This design comes from an exercise in tuning for small area on the open sky130 flow, not from production work.
In this exercise RTL edits were held to simulation tests only and were not proved equivalent to the original.

==> v4: inputs <==
==> flow/design.v (excerpt) <==
module Cordic(clk,rst,phase_step,xin,yin,xout,yout);
input clk;
input rst;
input signed [31:0] phase_step;
input signed [15:0] xin,yin;
output signed [21:0] xout,yout;
reg [31:0] phase_acc;
wire [31:0] ap_s;
wire ap_c1;
FA ap_f0 (.a(phase_acc[0]), .b(phase_step[0]), .c(1'b0), .s(ap_s[0]), .co(ap_c1));
wire ap_c2;
FA ap_f1 (.a(phase_acc[1]), .b(phase_step[1]), .c(ap_c1), .s(ap_s[1]), .co(ap_c2));
wire ap_c3;
FA ap_f2 (.a(phase_acc[2]), .b(phase_step[2]), .c(ap_c2), .s(ap_s[2]), .co(ap_c3));
wire ap_c4;
FA ap_f3 (.a(phase_acc[3]), .b(phase_step[3]), .c(ap_c3), .s(ap_s[3]), .co(ap_c4));
wire ap_c5;
FA ap_f4 (.a(phase_acc[4]), .b(phase_step[4]), .c(ap_c4), .s(ap_s[4]), .co(ap_c5));
wire ap_z5;
wire ap_k6;
HA ap_h5 (.a(phase_acc[5]), .b(phase_step[5]), .s(ap_z5), .co(ap_k6));
wire ap_u6;
HA ap_hi5 (.a(ap_z5), .b(ap_c5), .s(ap_s[5]), .co(ap_u6));
wire ap_z6;
wire ap_k7;
FA ap_f6 (.a(phase_acc[6]), .b(phase_step[6]), .c(ap_k6), .s(ap_z6), .co(ap_k7));
wire ap_T6 = ap_z5;
wire ap_u7;
HA ap_hi6 (.a(ap_z6), .b(ap_u6), .s(ap_s[6]), .co(ap_u7));
wire ap_z7;
wire ap_k8;
FA ap_f7 (.a(phase_acc[7]), .b(phase_step[7]), .c(ap_k7), .s(ap_z7), .co(ap_k8));
wire ap_T7 = ap_T6 & ap_z6;
XO ap_x7 (.a(ap_z7), .b(ap_u7), .y(ap_s[7]));
wire ap_z8;
wire ap_k9;
FA ap_f8 (.a(phase_acc[8]), .b(phase_step[8]), .c(ap_k8), .s(ap_z8), .co(ap_k9));
wire ap_T8 = ap_T7 & ap_z7;
wire ap_u8 = ap_c5 & ap_T8;
wire ap_u9;
HA ap_hi8 (.a(ap_z8), .b(ap_u8), .s(ap_s[8]), .co(ap_u9));
wire ap_z9;
wire ap_k10;
FA ap_f9 (.a(phase_acc[9]), .b(phase_step[9]), .c(ap_k9), .s(ap_z9), .co(ap_k10));
wire ap_T9 = ap_T8 & ap_z8;
wire ap_u10;
  ...
clock: 5.0 ns
lec_check: 0
cap_margin: 20
core_margin: 2
core_utilization: 70
cts_cluster_diameter: 80
cts_cluster_size: 25
slew_margin: 20
synth_hierarchical: 1
synth_minimum_keep_size: 0
run.sh (not shown) runs the stock make flow with config.mk's settings and CLKGATE_MAP_FILE= SYNTH_SCRIPT=/design/flow/synth_recipe.tcl, a recipe that flattens the netlist after the stock synthesis.
==> inputs of v10, as changes to v4 <==
==> flow/flow/run.sh (new file) <==
#!/bin/bash
# The standard layout (the standard.sh, standard synthesis) with two changes to how
# cells are sized: the synthesis buffers are removed at floorplan instead of running the
# floorplan-stage timing repair on the unplaced netlist, and after global routing cells on
# paths with positive slack are downsized again (RECOVER_POWER). ORFS writes each step's
# full log under orfs/logs; make's own output goes to flow_make.log here.
set -euo pipefail
bash standard.sh REMOVE_ABC_BUFFERS=1 RECOVER_POWER=100 finish > flow_make.log 2>&1
==> flow/standard.sh (new file) <==
#!/bin/bash
# synth_recipe.tcl (not shown) runs the flow's synth.tcl, then flattens the netlist and writes it again
# the make line also repeats each setting of config.mk as NAME=value (left out here)
make -C /OpenROAD-flow-scripts/flow DESIGN_CONFIG=/design/flow/config.mk WORK_HOME=/design/flow/orfs CLKGATE_MAP_FILE= SYNTH_SCRIPT=/design/flow/synth_recipe.tcl "${@:-finish}"
removed: flow/run.sh
==> run summary <==
- Between v10 and v4, the lower setup slack is in v10 (gap 0.019 ns).
- Against v10, the register-to-register slack of v4 is higher by 0.02 ns.
- In via count, v4 and v10 hardly differ.
- In area after synthesis, v10 and v4 do not differ.
- Of v4 and v10, v10 has the higher critical path depth (gap 1).
==> figures <==
item	v4	v10
Worst EP arrival	5.45 ns	5.43 ns
Share of the final layout cell area in multi-input gates	0.5448	0.5423
Post_cts resized	6	15
GP Congestion	0.8908	0.8810
Placed instance area	74650 um2	74230 um2
Initial antenna violation count	0	2
Vias	39960	40030
Number of buffers created by CTS	68	67
Total met2 wirelength after detailed routing	64360 um	66410 um
Worst r2r dst	X18[21]$_DFF_P_	Z2[29]$_DFF_P_
Result of the run	no timing/DRC/antenna violations	no timing/DRC/antenna violations
Via-to-Cell Ratio	5.485	5.493
Detailed router's first-iteration violation count	2053	1939
Minimum period implied by the final worst setup slack	4.863 ns	4.882 ns

[static timing again, ports no longer ideal]
Ports are ideal in the flow. The routed layouts listed here were re-timed in OpenROAD. Step 1 sets driving cells, clkbuf_16 on the clock port and buf_2 on the other inputs (assumed; they add their load-dependent delay and slew). Step 2 adds t to the input delays and takes it off the output delays; t is the mean of the earliest and latest rising clock arrival at the registers after step 1. Input paths then give back, and output paths get back, about the clock's delay inside the block. Three values: ideal, step 1, step 2; two values: the first two.
| run | t, ns | slack for setup (ns) | latest minus earliest clock arrival (ns) | worst data-port slew with drivers (ns) |
|---|---|---|---|---|
| v4 | 0.716 | 0.137 / 0.137 / -0.398 | 0.029 / 0.029 | 0.06 |
| v10 | 0.730 | 0.118 / 0.118 / -0.475 | 0.033 / 0.033 | 0.06 |
Met with ideal ports but missed after step 2: setup timing in v4 and v10. The setup slack of v10, which loses most, moves by 0.000 ns with the drivers and by -0.593 ns with both steps.
